This is an optimization exercise on Yosys and OpenROAD, whose aim is a short achievable clock period, not a production implementation.

Setup of before:
==> flow/design.v <==
module lif_neuron (
    input  logic clk,
    input  logic rst,
    input  logic signed [15:0] I_in,
    input  logic hold,                  
    input  logic signed [15:0] V_threshold,
    input  logic signed [15:0] leak_factor,
    input  logic signed [15:0] V_max,
    input  logic signed [15:0] V_min,
    input  logic [4:0] refr_reload,     
    output logic spike
);
    logic signed [15:0] V_mem;
    logic [4:0] refr_count;
    logic signed [16:0] A;        
    logic signed [17:0] K_max;    
    logic signed [17:0] K_min;    
    logic signed [17:0] K_wpos;   
    logic signed [17:0] K_wneg;   
    assign A      = 17'(V_mem) - 17'(leak_factor);
    assign K_max  = 18'(V_max) - 18'(A);
    assign K_min  = 18'(V_min) - 18'(A);
    assign K_wpos = 18'sd65536 - 18'(A);
    assign K_wneg = -18'sd65536 - 18'(A);
    logic signed [17:0] I_x;
    assign I_x = 18'(I_in);
    logic w_pos, w_neg, gt0, lt0, gt, lt;
    assign w_pos = I_x >= K_wpos;    
    assign w_neg = I_x <  K_wneg;    
    assign gt0   = I_x >  K_max;     
    assign lt0   = I_x <  K_min;     
    assign gt    = w_neg | (gt0 & ~w_pos);    
    assign lt    = w_pos | (lt0 & ~w_neg);    
    logic [15:0] S_lo;
    assign S_lo = A[15:0] + I_in;
    logic signed [15:0] V_sat;
    assign V_sat = gt ? V_max : (lt ? V_min : S_lo);
    always_ff @(posedge clk or posedge rst) begin
        if (rst) begin
            V_mem      <= '0;
            spike      <= 1'b0;
            refr_count <= '0;
        end else if (!hold) begin
            if (refr_count != 5'd0) begin
                refr_count <= refr_count - 5'd1;
                spike      <= 1'b0;
            end else if (V_mem >= V_threshold) begin
                spike      <= 1'b1;
                V_mem      <= '0;
                refr_count <= refr_reload;
            end else begin
                spike      <= 1'b0;
                V_mem      <= V_sat;
            end
        end
    end
endmodule
module spiking_neural_network #(
    parameter int WIDTH = 16,       
    parameter int N_INPUT = 4,      
    parameter int N_OUTPUT = 3      
) (
    input  logic clk, rst,
    input  logic [N_INPUT*WIDTH-1:0] I_in,  
    input  logic load_params,   
    input  logic [WIDTH-1:0] new_V_threshold, new_leak_factor, new_refr_period,
    input  logic signed [WIDTH-1:0] new_V_max, new_V_min,
    input  logic [N_INPUT*N_OUTPUT*WIDTH-1:0] synapses,  
    output logic [N_OUTPUT-1:0] spike_L2   
);
    logic signed [15:0] V_threshold, leak_factor, V_max, V_min;
    logic [4:0] refr_reload;    
    always_ff @(posedge clk or posedge rst) begin
        if (rst) begin
            V_threshold <= 16'sd30000;
            leak_factor <= 16'sd100;
            V_max       <= 16'sh7fff;
            V_min       <= 16'sh8000;
            refr_reload <= 5'd9;
        end else if (load_params) begin
            V_threshold <= new_V_threshold;
            leak_factor <= new_leak_factor;
            V_max       <= (new_V_max < new_V_min) ? new_V_min + 16'sd1 : new_V_max;
            V_min       <= new_V_min;
            refr_reload <= new_refr_period[4:0] - 5'd1;
        end
    end
    logic [N_INPUT*N_OUTPUT*WIDTH-1:0] weights;
    always_ff @(posedge clk) begin
        if (load_params) weights <= synapses;
    end
    logic [N_INPUT-1:0] spike_L1;
    logic [WIDTH-1:0] I_syn [N_OUTPUT];
    genvar i;
    generate
        for (i = 0; i < N_INPUT; i++) begin : L1_NEURONS
            lif_neuron neuron_L1 (
                .clk(clk), .rst(rst),
                .I_in(I_in[i*WIDTH +: WIDTH]),
                .hold(load_params),
                .V_threshold(V_threshold), .leak_factor(leak_factor),
                .V_max(V_max), .V_min(V_min), .refr_reload(refr_reload),
                .spike(spike_L1[i])
            );
        end
    endgenerate
    genvar o;
    generate
        for (o = 0; o < N_OUTPUT; o++) begin : SYN
            logic [WIDTH-1:0] w_sel;
            always_comb begin
                if (spike_L1[3])      w_sel = weights[(3*N_OUTPUT+o)*WIDTH +: WIDTH];
                else if (spike_L1[2]) w_sel = weights[(2*N_OUTPUT+o)*WIDTH +: WIDTH];
                else if (spike_L1[1]) w_sel = weights[(1*N_OUTPUT+o)*WIDTH +: WIDTH];
                else                  w_sel = weights[(0*N_OUTPUT+o)*WIDTH +: WIDTH];
            end
            always_ff @(posedge clk or posedge rst) begin
                if (rst)              I_syn[o] <= '0;
                else if (|spike_L1)   I_syn[o] <= I_syn[o] + w_sel;
                else                  I_syn[o] <= '0;
            end
        end
    endgenerate
    generate
        for (o = 0; o < N_OUTPUT; o++) begin : L2_NEURONS
            lif_neuron neuron_L2 (
                .clk(clk), .rst(rst),
                .I_in(I_syn[o]),
                .hold(load_params),
                .V_threshold(V_threshold), .leak_factor(leak_factor),
                .V_max(V_max), .V_min(V_min), .refr_reload(refr_reload),
                .spike(spike_L2[o])
            );
        end
    endgenerate
endmodule
==> flow/config.mk <==
export PLATFORM = sky130hd
export DESIGN_NAME = spiking_neural_network
export DESIGN_NICKNAME = spiking_neural_network
export VERILOG_FILES = /design/flow/design.v
export SDC_FILE = /design/flow/constraint.sdc
export NUM_CORES = 4
export LEC_CHECK = 0
export CAP_MARGIN = 20
export CORE_MARGIN = 2
export CORE_UTILIZATION = 40
export PLACE_DENSITY = 0.6
export SLEW_MARGIN = 20
==> flow/constraint.sdc <==
create_clock -name core_clock -period 10.0 [get_ports {clk}]
set_input_delay 2.0000 -clock core_clock [delete_from_list [all_inputs] [get_ports {clk}]]
set_output_delay 2.0000 -clock core_clock [all_outputs]
set_load 0.01 [all_outputs]
run.sh (not shown) runs the stock make flow with config.mk's settings and CLKGATE_MAP_FILE= SYNTH_SCRIPT=/design/flow/synth_recipe.tcl, a recipe that flattens the netlist after the stock synthesis.
Changes in after relative to before:
diff --git a/flow/config.mk b/flow/config.mk
--- a/flow/config.mk
+++ b/flow/config.mk
@@ -10,3 +10,4 @@
 export CORE_UTILIZATION = 40
 export PLACE_DENSITY = 0.6
+export SETUP_SLACK_MARGIN = 5
 export SLEW_MARGIN = 20
Notes after the runs:
after: all stages complete, timing, DRC and antenna checks passed. before finished every stage and its layout cleared the timing, design-rule and antenna checks. Re area after synthesis: no difference whatsoever between after and before. NOTE detailed-routed wire length on met3 before->after increased by a few percent.
Function was not checked in any run of this note: the RTL went through the layout flow alone.

-- afterwards: timing with drivers on the ports --
The flow's constraints put no driver on any port. The routed layouts listed below were extracted and timed again, unchanged, in two steps. Step 1, drivers: a clkbuf_16 drives clk and a buf_2 each remaining input, both assumed. Step 2 adds t to the input delays and takes it off the output delays; t is the mean of the earliest and latest rising clock arrival at the registers after step 1. Input paths then give back, and output paths get back, about the clock's delay inside the block. a / b / c = ideal ports / drivers / drivers and shift; a / b = the first two.
run | t, ns | slack for setup (ns) | worst setup path at the end
before | 0.710 | 1.943 / 1.943 / 1.943 | register to register
after | 0.727 | 3.432 / 3.432 / 3.432 | register to register
After both steps setup and hold are still met in every run listed.
